This design comes from an exercise in tuning for small area, a short achievable clock period and few clock cycles on the open sky130 flow, not from production work.
No run shown here included a check of the RTL's function; only the layout flow was run.

==> flow/design.v (outline; a module is shown in full before it is edited, if it fits) <==
// module MandelbrotGen: 1314 lines
// module mfa: 4 lines
// module mha: 4 lines
module MandelbrotGen(
		input Clk_100M,           
		input  [4:0]BTNS,         
		input  SW0,               
		input  SW15,              
		output reg [18:0] addrA,  
		output reg [11:0] dinA,   
		output reg wea            
    );
  // ...
==> flow/flow/run.sh <==
#!/bin/bash
# Layout flow: the standard synthesis, then the standard ORFS layout steps
# with the resizer's timing repair aiming for a larger setup slack margin, so
# that it shortens the critical paths below the clock period. Each tool's
# output goes to a log here.
set -euo pipefail
MARGIN=7.6
bash standard.sh synth > synth.log 2>&1
sed -e "s/SETUP_SLACK_MARGIN=[0-9.]*/SETUP_SLACK_MARGIN=$MARGIN/" standard.sh > layout.sh
bash layout.sh > layout.log 2>&1
==> flow/standard.sh <==
#!/bin/bash
# synth_recipe.tcl (not shown) runs the flow's synth.tcl, then flattens the netlist and writes it again
# the make line also repeats each setting of config.mk as NAME=value (left out here)
make -C /OpenROAD-flow-scripts/flow DESIGN_CONFIG=/design/flow/config.mk WORK_HOME=/design/flow/orfs CLKGATE_MAP_FILE= SYNTH_SCRIPT=/design/flow/synth_recipe.tcl "${@:-finish}"
==> flow/config.mk <==
export PLATFORM = sky130hd
export DESIGN_NAME = MandelbrotGen
export DESIGN_NICKNAME = MandelbrotGen
export VERILOG_FILES = /design/flow/design.v
export SDC_FILE = /design/flow/constraint.sdc
export NUM_CORES = 8
export LEC_CHECK = 0
export CAP_MARGIN = 70
export CORE_MARGIN = 2
export CORE_UTILIZATION = 40
export SETUP_SLACK_MARGIN = 5
export SLEW_MARGIN = 70
export SYNTH_HIERARCHICAL = 1
export SYNTH_MINIMUM_KEEP_SIZE = 0
export TNS_END_PERCENT = 0
==> flow/constraint.sdc <==
create_clock -name core_clock -period 11.0 [get_ports {Clk_100M}]
set_input_delay 2.2000 -clock core_clock [delete_from_list [all_inputs] [get_ports {Clk_100M}]]
set_output_delay 2.2000 -clock core_clock [all_outputs]
set_load 0.01 [all_outputs]
==> impl_results.html, run 1 <==
<table>
<tr><th>Metric</th><th>Value</th></tr>
<tr><th colspan="2">GRT</th></tr>
<tr><td>Via count of the first global-routing pass</td><td>about 25,000</td></tr>
<tr><td>Routing usage on met2</td><td>32.6%</td></tr>
<tr><td>Overflow left after global routing</td><td>0</td></tr>
<tr><td>Antenna violations before repair</td><td>0</td></tr>
<tr><th colspan="2">Synthesis</th></tr>
<tr><td>Commonest register cell after synthesis</td><td>dfxtp_1</td></tr>
<tr><td>Simple logic cell fraction of the synthesized area</td><td>roughly 14%</td></tr>
<tr><td>Largest area contributor in the synthesized netlist</td><td>fa_1</td></tr>
<tr><td>Count of flip-flops with a built-in enable after synthesis</td><td>90</td></tr>
<tr><td>Share of async-settable or async-resettable flops after synthesis</td><td>0%</td></tr>
<tr><td>Synthesized-area fraction occupied by xor and xnor cells</td><td>7.01%</td></tr>
<tr><td>Synth Area in Adders</td><td>30.0%</td></tr>
<tr><th colspan="2">Final layout</th></tr>
<tr><td>Largest register FFs</td><td>19</td></tr>
<tr><td>Footprint of the multi-input gates</td><td>23,600 um2</td></tr>
<tr><td>Number of fill cells</td><td>8,304</td></tr>
<tr><th colspan="2">Drt</th></tr>
<tr><td>Routed metal-1 wire length</td><td>40,100 um</td></tr>
<tr><td>Per-cell routed wire length</td><td>just under 20 um</td></tr>
<tr><td>Remaining design rule violation count</td><td>0</td></tr>
<tr><th colspan="2">Worst hold path</th></tr>
<tr><td>Class of the worst hold path</td><td>register to register</td></tr>
<tr><th colspan="2">Timing</th></tr>
<tr><td>Final critical delay including setup and external delays</td><td>4040 ps</td></tr>
<tr><td>Fin. Hold Viols</td><td>0</td></tr>
<tr><td>Worst setup margin</td><td>6960 ps</td></tr>
<tr><th colspan="2">Place</th></tr>
<tr><td>IO buf count</td><td>36</td></tr>
<tr><td>Final HPWL from detailed placement</td><td>62,000 um</td></tr>
<tr><th colspan="2">CTS</th></tr>
<tr><td>Number of H-tree levels</td><td>2</td></tr>
<tr><td>Sink Count</td><td>519</td></tr>
<tr><th colspan="2">Status</th></tr>
<tr><td>Result of the run</td><td>timing/DRC/antenna clean</td></tr>
<tr><th colspan="2">Setup path</th></tr>
<tr><td>List of cells traversed by the critical path</td><td>buf_12 &gt; or2_4 &gt; mux2i_4 &gt; buf_4 &gt; xor2_1 &gt; ha_1 &gt; a21oi_4 &gt; o211ai_2 &gt; o21ai_2 &gt; o21ai_4 &gt; a2111o_1 &gt; nand2_1 &gt; a21oi_2 &gt; o211a_1 &gt; mux2_2</td></tr>
<tr><td>Slowest CP cell</td><td>a2111o_1</td></tr>
<tr><td>Buf/Inv on CP</td><td>2</td></tr>
</table>
==> inputs of run 2 (changes only) <==
--- a/flow/design.v
+++ b/flow/design.v
@@ -33,20 +33,22 @@
 reg [1:0] hpar;                
 reg [17:0] zr1, zi1, cr1, ci1;
 reg [7:0] n1;                  
 reg v1, d1;                    
 reg [1:0] t1;                  
 reg [8:0] bone1, btwo1;          
 reg [17:0] xh0_q;
 reg [17:0] xh1_q;
-reg [0:0] xc_q;
+reg [13:0] xl0_q;
+reg [13:0] xl1_q;
 reg [17:0] yh0_q;
 reg [17:0] yh1_q;
-reg [0:0] yc_q;
+reg [13:0] yl0_q;
+reg [13:0] yl1_q;
 reg [17:0] zh0_q;
 reg [17:0] zh1_q;
 reg [12:0] zl0_q;
 reg [12:0] zl1_q;
 reg [17:0] cr2, ci2;
 reg [7:0] n2;
 reg v2, d2;
 reg [1:0] t2;
@@ -287,17 +289,16 @@
 wire p230, p231;
 mfa u_p230 (~(zr1[12] & zr1[17]), (zr1[13] & zr1[16]), (zr1[15] & ~zr1[14]), p230, p231);
 wire p232, p233;
 mfa u_p232 (p225, p230, p227, p232, p233);
 wire p234, p235;
 mfa u_p234 (~(zr1[13] & zr1[17]), (zr1[14] & zr1[16]), (zr1[14] & zr1[15]), p234, p235);
 wire p236, p237;
 mha u_p236 (p231, p234, p236, p237);
-wire [14:0] x_lo = {1'b0, {p46, p31, p30, p17, p11, p7, p4, p1, (zr1[1] & zr1[2]), (zr1[0] & zr1[3]), (zr1[0] & zr1[2]), (zr1[1] & ~zr1[0]), 1'b0, zr1[0]}} + {1'b0, {p48, p38, p23, p22, p16, p10, p6, p2, p0, (zr1[2] & ~zr1[1]), (zr1[0] & zr1[1]), 1'b0, 1'b0, 1'b0}};
 wire p238, p239;
 mha u_p238 ((zi1[0] & zi1[4]), (zi1[1] & zi1[3]), p238, p239);
 wire p240, p241;
 mfa u_p240 ((zi1[0] & zi1[5]), (zi1[1] & zi1[4]), (zi1[3] & ~zi1[2]), p240, p241);
 wire p242, p243;
 mfa u_p242 ((zi1[0] & zi1[6]), (zi1[1] & zi1[5]), (zi1[2] & zi1[4]), p242, p243);
 wire p244, p245;
 mha u_p244 ((zi1[2] & zi1[3]), p241, p244, p245);
@@ -526,17 +527,16 @@
 wire p468, p469;
 mfa u_p468 (~(zi1[12] & zi1[17]), (zi1[13] & zi1[16]), (zi1[15] & ~zi1[14]), p468, p469);
 wire p470, p471;
 mfa u_p470 (p463, p468, p465, p470, p471);
 wire p472, p473;
 mfa u_p472 (~(zi1[13] & zi1[17]), (zi1[14] & zi1[16]), (zi1[14] & zi1[15]), p472, p473);
 wire p474, p475;
 mha u_p474 (p469, p472, p474, p475);
-wire [14:0] y_lo = {1'b0, {p284, p269, p268, p255, p249, p245, p242, p239, (zi1[1] & zi1[2]), (zi1[0] & zi1[3]), (zi1[0] & zi1[2]), (zi1[1] & ~zi1[0]), 1'b0, zi1[0]}} + {1'b0, {p286, p276, p261, p260, p254, p248, p244, p240, p238, (zi1[2] & ~zi1[1]), (zi1[0] & zi1[1]), 1'b0, 1'b0, 1'b0}};
 wire p476 = zi1[1] ^ (bone1[0] & zr1[0]);
 wire p477 = zi1[1] ^ ((bone1[0] & zr1[1]) | (btwo1[0] & zr1[0]));
 wire p478 = zi1[1] ^ ((bone1[0] & zr1[2]) | (btwo1[0] & zr1[1]));
 wire p479 = zi1[1] ^ ((bone1[0] & zr1[3]) | (btwo1[0] & zr1[2]));
 wire p480 = zi1[1] ^ ((bone1[0] & zr1[4]) | (btwo1[0] & zr1[3]));
 wire p481 = zi1[1] ^ ((bone1[0] & zr1[5]) | (btwo1[0] & zr1[4]));
 wire p482 = zi1[1] ^ ((bone1[0] & zr1[6]) | (btwo1[0] & zr1[5]));
 wire p483 = zi1[1] ^ ((bone1[0] & zr1[7]) | (btwo1[0] & zr1[6]));
@@ -974,24 +974,28 @@
 wire p915, p916;
 mha u_p915 (p908, p913, p915, p916);
 wire p917, p918;
 mfa u_p917 (p608, p625, p640, p917, p918);
 wire p919, p920;
 mfa u_p919 (p912, p917, p914, p919, p920);
 wire [17:0] xh0_w = {p236, p229, p228, p217, p216, p201, p200, p181, p180, p157, p156, p129, p113, p97, p94, p71, p59, p49};
 wire [17:0] xh1_w = {p233, p232, p223, p222, p209, p208, p191, p190, p169, p168, p143, p142, p128, p112, p96, p82, p70, p58};
-wire [0:0] xc_w = {x_lo[14]};
+wire [13:0] xl0_w = {p46, p31, p30, p17, p11, p7, p4, p1, (zr1[1] & zr1[2]), (zr1[0] & zr1[3]), (zr1[0] & zr1[2]), (zr1[1] & ~zr1[0]), 1'b0, zr1[0]};
+wire [13:0] xl1_w = {p48, p38, p23, p22, p16, p10, p6, p2, p0, (zr1[2] & ~zr1[1]), (zr1[0] & zr1[1]), 1'b0, 1'b0, 1'b0};
 wire [17:0] yh0_w = {p474, p467, p466, p455, p454, p439, p438, p419, p418, p395, p394, p367, p351, p335, p332, p309, p297, p287};
 wire [17:0] yh1_w = {p471, p470, p461, p460, p447, p446, p429, p428, p407, p406, p381, p380, p366, p350, p334, p320, p308, p296};
-wire [0:0] yc_w = {y_lo[14]};
+wire [13:0] yl0_w = {p284, p269, p268, p255, p249, p245, p242, p239, (zi1[1] & zi1[2]), (zi1[0] & zi1[3]), (zi1[0] & zi1[2]), (zi1[1] & ~zi1[0]), 1'b0, zi1[0]};
+wire [13:0] yl1_w = {p286, p276, p261, p260, p254, p248, p244, p240, p238, (zi1[2] & ~zi1[1]), (zi1[0] & zi1[1]), 1'b0, 1'b0, 1'b0};
 wire [17:0] zh0_w = {p916, p915, p904, p903, p888, p887, p868, p867, p844, p843, p816, p815, p784, p768, p752, p738, p724, p721};
 wire [17:0] zh1_w = {p919, p910, p909, p896, p895, p878, p877, p856, p855, p830, p829, p800, p799, p783, p767, p751, p737, p723};
 wire [12:0] zl0_w = {p700, p690, p687, p677, p664, p661, p655, p649, p645, p642, p495, p477, zi1[1]};
 wire [12:0] zl1_w = {p711, p699, p689, p679, p671, p663, p657, p651, p647, p643, p641, 1'b0, p476};
+wire [14:0] x_lo = {1'b0, xl0_q} + {1'b0, xl1_q};
+wire [14:0] y_lo = {1'b0, yl0_q} + {1'b0, yl1_q};
 wire [13:0] z_lo = {1'b0, zl0_q} + {1'b0, zl1_q};
 wire q0, q1;
 mfa u_q0 (xh0_q[0], xh1_q[0], yh0_q[0], q0, q1);
 wire q2, q3;
 mfa u_q2 (xh0_q[1], xh1_q[1], yh0_q[1], q2, q3);
 wire q4, q5;
 mfa u_q4 (xh0_q[2], xh1_q[2], yh0_q[2], q4, q5);
 wire q6, q7;
@@ -1128,17 +1132,17 @@
 mfa u_q136 (q100, q99, ~yh1_q[14], q136, q137);
 wire q138, q139;
 mfa u_q138 (q102, q101, ~yh1_q[15], q138, q139);
 wire q140, q141;
 mfa u_q140 (q104, q103, ~yh1_q[16], q140, q141);
 wire q142, q143;
 mfa u_q142 (q106, q105, ~yh1_q[17], q142, q143);
 wire q144, q145;
-mfa u_q144 (q108, xc_q[0], cr2[0], q144, q145);
+mfa u_q144 (q108, x_lo[14], cr2[0], q144, q145);
 wire q146, q147;
 mfa u_q146 (q110, q109, cr2[1], q146, q147);
 wire q148, q149;
 mfa u_q148 (q112, q111, cr2[2], q148, q149);
 wire q150, q151;
 mfa u_q150 (q114, q113, cr2[3], q150, q151);
 wire q152, q153;
 mfa u_q152 (q116, q115, cr2[4], q152, q153);
@@ -1199,27 +1203,25 @@
 wire q208, q209;
 mfa u_q208 (zh0_q[14], zh1_q[14], ci2[14], q208, q209);
 wire q210, q211;
 mfa u_q210 (zh0_q[15], zh1_q[15], ci2[15], q210, q211);
 wire q212, q213;
 mfa u_q212 (zh0_q[16], zh1_q[16], ci2[16], q212, q213);
 wire q214, q215;
 mfa u_q214 (zh0_q[17], zh1_q[17], ci2[17], q214, q215);
-wire [18:0] s_sum_t = {{q70, q68, q66, q64, q62, q60, q58, q56, q54, q52, q50, q48, q46, q44, q42, q40, q38, q36}, yc_q[0]} + {{q69, q67, q65, q63, q61, q59, q57, q55, q53, q51, q49, q47, q45, q43, q41, q39, q37, xc_q[0]}, yc_q[0]};
+wire [18:0] s_sum_t = {{q70, q68, q66, q64, q62, q60, q58, q56, q54, q52, q50, q48, q46, q44, q42, q40, q38, q36}, y_lo[14]} + {{q69, q67, q65, q63, q61, q59, q57, q55, q53, q51, q49, q47, q45, q43, q41, q39, q37, x_lo[14]}, y_lo[14]};
 wire [17:0] s_sum = s_sum_t[18:1];
-wire [18:0] nzr_t = {{q178, q176, q174, q172, q170, q168, q166, q164, q162, q160, q158, q156, q154, q152, q150, q148, q146, q144}, 1'b0} + {{q177, q175, q173, q171, q169, q167, q165, q163, q161, q159, q157, q155, q153, q151, q149, q147, q145, ~yc_q[0]}, 1'b0};
+wire [18:0] nzr_t = {{q178, q176, q174, q172, q170, q168, q166, q164, q162, q160, q158, q156, q154, q152, q150, q148, q146, q144}, 1'b0} + {{q177, q175, q173, q171, q169, q167, q165, q163, q161, q159, q157, q155, q153, q151, q149, q147, q145, ~y_lo[14]}, 1'b0};
 wire [17:0] nzr = nzr_t[18:1];
 wire [18:0] nzi_t = {{q214, q212, q210, q208, q206, q204, q202, q200, q198, q196, q194, q192, q190, q188, q186, q184, q182, q180}, 1'b0} + {{q213, q211, q209, q207, q205, q203, q201, q199, q197, q195, q193, q191, q189, q187, q185, q183, q181, z_lo[13]}, 1'b0};
 wire [17:0] nzi = nzi_t[18:1];
 wire esc_s = ~s_sum[17] & s_sum[16] & (|s_sum[15:0]);
-wire fin    = v3 & (d3 | e3);
-wire retire = fin & (t3 == hpar) & ~restart;
+wire retire = v3 & d3 & (t3 == hpar) & ~restart;
 wire take   = (~v3 | retire) & ~restart;
-wire [7:0] n_fin = d3 ? n3 : n3 + 8'd1;    
 wire pan = pan_im | pan_re;
 wire [17:0] add_a = pan_im ? im0 : pan_re ? re0 : row_end ? cin : crn;
 wire [17:0] add_b = pan ? {shift[12:0], 5'b0} : shift;
 wire add_sub = pan ? pan_sub : row_end;
 wire [17:0] add_r = add_a + (add_b ^ {18{add_sub}}) + {17'b0, add_sub};
 wire [17:0] pre0 = pan_re ? add_r : re0;
 wire [17:0] pim0 = pan_im ? add_r : im0;
 reg [17:0] nshift, nre0, nim0;
@@ -1249,20 +1251,22 @@
 genvar gk;
 generate for (gk = 0; gk < 9; gk = gk + 1) begin : g_benc
 	assign bone_nx[gk] = zi_nx_e[2*gk+1] ^ zi_nx_e[2*gk];
 	assign btwo_nx[gk] = (zi_nx_e[2*gk+2] & ~zi_nx_e[2*gk+1] & ~zi_nx_e[2*gk]) | (~zi_nx_e[2*gk+2] & zi_nx_e[2*gk+1] & zi_nx_e[2*gk]);
 end endgenerate
 always @(posedge Clk_100M) begin
 	xh0_q <= xh0_w;
 	xh1_q <= xh1_w;
-	xc_q <= xc_w;
+	xl0_q <= xl0_w;
+	xl1_q <= xl1_w;
 	yh0_q <= yh0_w;
 	yh1_q <= yh1_w;
-	yc_q <= yc_w;
+	yl0_q <= yl0_w;
+	yl1_q <= yl1_w;
 	zh0_q <= zh0_w;
 	zh1_q <= zh1_w;
 	zl0_q <= zl0_w;
 	zl1_q <= zl1_w;
 	cr2 <= cr1; ci2 <= ci1; n2 <= n1; d2 <= d1; t2 <= t1;
 	v2 <= v1 & ~restart;
 	zr3 <= nzr; zi3 <= nzi; cr3 <= cr2; ci3 <= ci2; n3 <= n2; d3 <= d2; t3 <= t2;
 	e3 <= esc_s | (n2 == 8'd149);
@@ -1270,17 +1274,17 @@
 	zr1 <= zr_nx;
 	zi1 <= zi_nx;
 	bone1 <= bone_nx; btwo1 <= btwo_nx;
 	if (take) begin
 		cr1 <= crn; ci1 <= cin;
 		n1 <= 8'd0; d1 <= 1'b0; t1 <= ipar;
 	end else begin
 		cr1 <= cr3; ci1 <= ci3;
-		n1 <= n_fin;
+		n1 <= d3 ? n3 : n3 + 8'd1;
 		d1 <= d3 | e3; t1 <= t3;
 	end
 	v1 <= ~restart & (v3 | take);
 	if (restart) begin
 		shift <= nshift; re0 <= nre0; im0 <= nim0;
 		crn <= nre0; cin <= nim0; xn <= 10'd0; yn <= 9'd0;
 		row_end <= 1'b0; ipar <= 2'd0;
 	end else if (take) begin
@@ -1304,17 +1308,17 @@
 	wea <= retire & ~raw_restart;
 	if (restart) begin
 		addrA <= 19'd307199;
 		hpar  <= 2'd0;
 	end else if (retire) begin
 		addrA <= (addrA == 19'd307199) ? 19'd0 : addrA + 19'd1;
 		hpar  <= hpar + 2'd1;
 	end
-	dinA <= (n_fin == 8'd150) ? 12'h000 : {4'b0100, n_fin};
+	dinA <= (n3 == 8'd150) ? 12'h000 : {4'b0100, n3};
 end
 endmodule
 module mfa(input a, input b, input c, output s, output co);
 	assign s  = a ^ b ^ c;
 	assign co = (a & b) | (a & c) | (b & c);
 endmodule
 module mha(input a, input b, output s, output co);
 	assign s  = a ^ b;
==> impl_results.html, run 2 <==
<table>
<tr><th>Metric</th><th>Value</th></tr>
<tr><th colspan="2">Setup path</th></tr>
<tr><td>Worst Setup End Kind</td><td>register (unchanged)</td></tr>
<tr><td>Startpoint Class</td><td>register (unchanged)</td></tr>
<tr><td>Required arrival time at the worst endpoint</td><td>11,510 ps (was 11,380 ps)</td></tr>
<tr><td>Endpoint arrival time on the critical path</td><td>5030 ps (was 4420 ps)</td></tr>
<tr><td>Critical path class</td><td>register to register (unchanged)</td></tr>
<tr><td>Max FO, Critical Path</td><td>3 (was 34)</td></tr>
<tr><th colspan="2">Timing</th></tr>
<tr><td>RSZ-0062 raised after global routing</td><td>yes (unchanged)</td></tr>
<tr><td>Maximum clock rate</td><td>0.221 GHz (was 0.248 GHz)</td></tr>
<tr><td>Max-slew violation total from the final report</td><td>0 (unchanged)</td></tr>
<tr><td>Fin. Hold Viols</td><td>0 (unchanged)</td></tr>
<tr><td>Final clock period utilization by the worst path</td><td>41.1% (was 36.7%)</td></tr>
<tr><td>Setup TNS</td><td>0 ps (unchanged)</td></tr>
<tr><td>Hold slack</td><td>304 ps (was 324 ps)</td></tr>
<tr><td>Final critical delay including setup and external delays</td><td>4530 ps (was 4040 ps)</td></tr>
<tr><td>Final count of negative-setup-slack endpoints</td><td>0 (unchanged)</td></tr>
<tr><td>Worst setup margin</td><td>6470 ps (was 6960 ps)</td></tr>
<tr><td>Skew final</td><td>38.7 ps (was 37.4 ps)</td></tr>
<tr><th colspan="2">Synthesis</th></tr>
<tr><td>Total standard cell area after synthesis</td><td>36,500 um2 (was 35,600 um2)</td></tr>
<tr><td>Count of different cell masters after synthesis</td><td>82 (was 88)</td></tr>
<tr><td>Dominant cell by count in the synthesized netlist</td><td>dfxtp_1 (was fa_1)</td></tr>
<tr><td>Largest area contributor in the synthesized netlist</td><td>dfxtp_1 (was fa_1)</td></tr>
<tr><td>Count of mapped cells out of synthesis</td><td>3,440 (was 3,393)</td></tr>
<tr><td>Total of warnings raised by yosys</td><td>7 (unchanged)</td></tr>
<tr><td>Cell types occupying the most area after synthesis</td><td>dfxtp_1, fa_1, edfxtp_1 (was fa_1, dfxtp_1, edfxtp_1)</td></tr>
<tr><td>Fraction of post-synthesis cell area in the top cell type by area</td><td>25.9% (was 24.6%)</td></tr>
<tr><td>Share of async-settable or async-resettable flops after synthesis</td><td>0% (unchanged)</td></tr>
<tr><td>Commonest register cell after synthesis</td><td>dfxtp_1 (unchanged)</td></tr>
<tr><td>Sequential area share after synthesis</td><td>33.3% (was 31.7%)</td></tr>
<tr><td>Count of flip-flops with a built-in enable after synthesis</td><td>90 (unchanged)</td></tr>
<tr><td>Per-instance average area after synthesis</td><td>10.6 um2 (was 10.5 um2)</td></tr>
<tr><td>Commonest cells in the netlist</td><td>dfxtp_1, fa_1, nand2_1, and2_1, xnor2_1 (was fa_1, dfxtp_1, nand2_1, and2_1, xnor2_1)</td></tr>
<tr><td>Yosys reg bits</td><td>561 (was 519)</td></tr>
<tr><th colspan="2">Drt</th></tr>
<tr><td>Wire length after detailed routing</td><td>91,800 um (was 89,800 um)</td></tr>
<tr><td>Number of design-rule violations left by the first detailed-router iteration</td><td>1,683 (was 1,682)</td></tr>
<tr><td>Remaining antenna violation count</td><td>0 (unchanged)</td></tr>
<tr><td>Top Layer Used</td><td>met4 (unchanged)</td></tr>
<tr><td>Per-cell routed wire length</td><td>19.8 um (was 19.7 um)</td></tr>
<tr><td>Met2 wire length</td><td>43,400 um (was 42,800 um)</td></tr>
<tr><td>Routed metal-1 wire length</td><td>40,800 um (was 40,100 um)</td></tr>
<tr><td>Via count</td><td>24,700 (was 24,100)</td></tr>
<tr><td>First-pass iteration count of the detailed router</td><td>5 (was 8)</td></tr>
<tr><td>Remaining design rule violation count</td><td>0 (unchanged)</td></tr>
<tr><td>Via density per instance</td><td>5.35 (was 5.28)</td></tr>
<tr><td>Met3 WL post-DR</td><td>4800 um (was 4950 um)</td></tr>
<tr><th colspan="2">Die</th></tr>
<tr><td>Die Outline Area</td><td>93,600 um2 (was 91,400 um2)</td></tr>
<tr><td>Boundary Pins</td><td>40 (unchanged)</td></tr>
<tr><td>Starting density of the core</td><td>40.4% (was 40.3%)</td></tr>
<tr><td>Horiz. Die Dim</td><td>306 um (was 302 um)</td></tr>
<tr><td>Y dimension of the die</td><td>306 um (was 302 um)</td></tr>
<tr><td>Area inside the core boundary</td><td>90,100 um2 (was 88,400 um2)</td></tr>
<tr><td>Core Rows</td><td>110 (was 109)</td></tr>
<tr><th colspan="2">Place</th></tr>
<tr><td>Final HPWL from detailed placement</td><td>64,300 um (was 62,000 um)</td></tr>
<tr><td>Routability-driven placement congestion ratio</td><td>0.911 (was 0.857)</td></tr>
<tr><td>Placed Instances</td><td>4,498 (was 4,433)</td></tr>
<tr><td>Worst-case setup slack after placement</td><td>6180 ps (was 6440 ps)</td></tr>
<tr><td>IO buf count</td><td>36 (unchanged)</td></tr>
<tr><th colspan="2">CTS</th></tr>
<tr><td>TritonCTS clock tree</td><td>built (unchanged)</td></tr>
<tr><td>Longest Clk Path Bufs</td><td>3 (unchanged)</td></tr>
<tr><td>CTS buffer count</td><td>66 (was 58)</td></tr>
<tr><td>Sink Count</td><td>561 (was 519)</td></tr>
<tr><td>Number of H-tree levels</td><td>3 (was 2)</td></tr>
<tr><td>Clk pin slew, worst setup/hold paths</td><td>60 ps (about the same)</td></tr>
<tr><td>CTS Root Cell</td><td>clkbuf_16 (unchanged)</td></tr>
<tr><td>Cts hold-fix bufs</td><td>0 (unchanged)</td></tr>
<tr><td>Clock insertion delay at the later pin of the skew report</td><td>620 ps (was 640 ps)</td></tr>
<tr><th colspan="2">Final layout</th></tr>
<tr><td>Number of fill cells</td><td>8,332 (was 8,304)</td></tr>
<tr><td>Share of final-layout standard cells stronger than drive strength 1</td><td>8.61% (was 9.45%)</td></tr>
<tr><td>Relative area change from synthesis to final layout</td><td>12.3% (was 12.2%)</td></tr>
<tr><td>Highest-count cells in the layout ignoring fill and taps</td><td>fa_1, dfxtp_1, nand2_1, and2_1, xnor2_1 (unchanged)</td></tr>
<tr><td>Register with the most flip-flops</td><td>addrA (unchanged)</td></tr>
<tr><td>Post-route non-filler standard cell count</td><td>4,626 (was 4,563)</td></tr>
<tr><td>Number of inserted diodes</td><td>0 (was 2)</td></tr>
<tr><td>Most common cell after layout, fill and taps aside</td><td>fa_1 (unchanged)</td></tr>
<tr><td>Net total in the final layout</td><td>3,999 (was 3,948)</td></tr>
<tr><td>Largest register FFs</td><td>19 (unchanged)</td></tr>
<tr><th colspan="2">Worst hold path</th></tr>
<tr><td>Class of the worst hold path</td><td>register to register (unchanged)</td></tr>
<tr><th colspan="2">GRT</th></tr>
<tr><td>Overflow left after global routing</td><td>0 (unchanged)</td></tr>
<tr><td>Global-route usage over all layers</td><td>19.8% (was 20.0%)</td></tr>
<tr><td>Pin count of the biggest net entering global routing</td><td>68 (unchanged)</td></tr>
<tr><td>First-pass GRT wire length</td><td>146,000 um (was 144,000 um)</td></tr>
<tr><td>Via count of the first global-routing pass</td><td>25,800 (was 25,100)</td></tr>
<tr><td>Antenna violations before repair</td><td>0 (unchanged)</td></tr>
<tr><th colspan="2">Status</th></tr>
<tr><td>Result of the run</td><td>timing/DRC/antenna clean (unchanged)</td></tr>
<tr><th colspan="2">Run</th></tr>
<tr><td>Max-cap violations</td><td>0 (unchanged)</td></tr>
</table>
==> run 2: cell types whose count changed in the layout (fill, tap and decap cells not counted), moves of 10 or more <==
cell,delta
dfxtp_1,+42
a22oi_1,+11
inv_1,+15
buf_4,-14
xnor2_1,-14
o21a_1,-11
and3_1,-12
nor2b_1,-10
and2_1,+13
o211ai_1,-12
==> run 2: per-stage QoR <==
stage	util, %	instance area [um2]
after floorplan	-	36500
after global placement	42.0	37800
after detailed placement	42.6	38400
after CTS	45.2	40700
after global routing	45.4	40900
final	45.4	40900
==> run 2: worst max-delay path, stage by stage (launching register included) <==
cell      delay [ps]
dfxtp_1          300
ha_1             270
a31o_2           230
a21o_1           150
a21o_1           150
a21o_1           160
a21oi_2          110
o21ai_1           80
a211oi_2         210
nor2_2            80
or2_4            240
fa_1             490
ha_2             190
inv_2             40
fa_2             340
nor2b_2          130
o21ai_2           70
a21boi_2         160
o211ai_1         180
a21oi_2          270
o31ai_4          120
o211ai_1         210
a21oi_1          110
xnor2_1          130
==> run 2: logic make-up after synthesis <==
kind of cell | after synthesis | share of synthesized area [%]
buffers and inverters | 324 | 3.39
other | 2 | 0.0206
and+or+nand+nor | 1014 | 13.8
DFF | 561 | 33.3
muxes | 104 | 2.92
xor gates and xnor gates | 273 | 6.56
adders and majority gates | 594 | 29.4
AOI/OAI and AO/OA | 568 | 10.6
==> run 2: repair_timing <==
action | CTS | global route
pin swaps | 13 | 11
setup buffers | 2 | 2
endpoints found under the hold margin | 0 | 0
gates resized for setup | 9 | 3
setup endpoints to repair | 142 | 156
==> run 2: path summary, 6_finish.rpt <==
kind	startpoint	end	slack, ps	cells past startpoint
worst min-delay path	cr1[4]	cr2[4]	300	0
worst min register to register	cr1[4]	cr2[4]	300	0
worst max-delay path	xl1_q[4]	zr3[16]	6470	23
worst max register to register	xl1_q[4]	zr3[16]	6470	23
==> run 2: cell type report <==
type | count | area (um2) | area share, %
Sequential cell | 561 | 12200 | 29.9
Clock buffer | 94 | 1880 | 4.60
Timing Repair Buffer | 102 | 1190 | 2.91
Tap cell | 1176 | 1470 | 3.60
Clock inverter | 27 | 358 | 0.874
Inverter | 100 | 377 | 0.920
Multi-Input combinational cell | 2566 | 23400 | 57.2
==> run 2: Yosys stat by module, one instance, submodules excluded <==
module         flip-flops and latches  cells inside
MandelbrotGen                     561          2954
mfa                                 0             1
mha                                 0             1
==> run 2: metal layers <==
layer / vias to the layer above / GRT usage (%)
li1: 11500 / -
met1: 12500 / 27.1
met2: 666 / 32.3
met3: 143 / 2.99
met4: 0 / 6.27
met5: - / 0

static timing again, ports no longer ideal:
In the flow no input, the clock included, has a driving cell. The finished layouts below were timed again as built, in two steps.
Step 1: set_driving_cell puts a clkbuf_16 on Clk_100M and a buf_2 on each other input, an assumption about the parent block.
Step 2 also shifts input and output timing later by t, the mid clock arrival at the registers, as if the neighbouring blocks saw the same clock.
a / b / c = ideal / step 1 / step 2; a / b = the first two.
| run | t, ns | setup WS [ns] | hold WS [ns] | worst setup path at the end | pins driven straight from the clock port |
|---|---|---|---|---|---|
| run 1 | 0.682 | 6.964 / 6.964 / 6.964 | 0.324 / 0.324 / 0.324 | register to register | 1 |
| run 2 | 0.671 | 6.474 / 6.474 / 6.474 | 0.304 / 0.304 / 0.304 | register to register | 1 |
After both steps setup and hold are still met in every run listed.
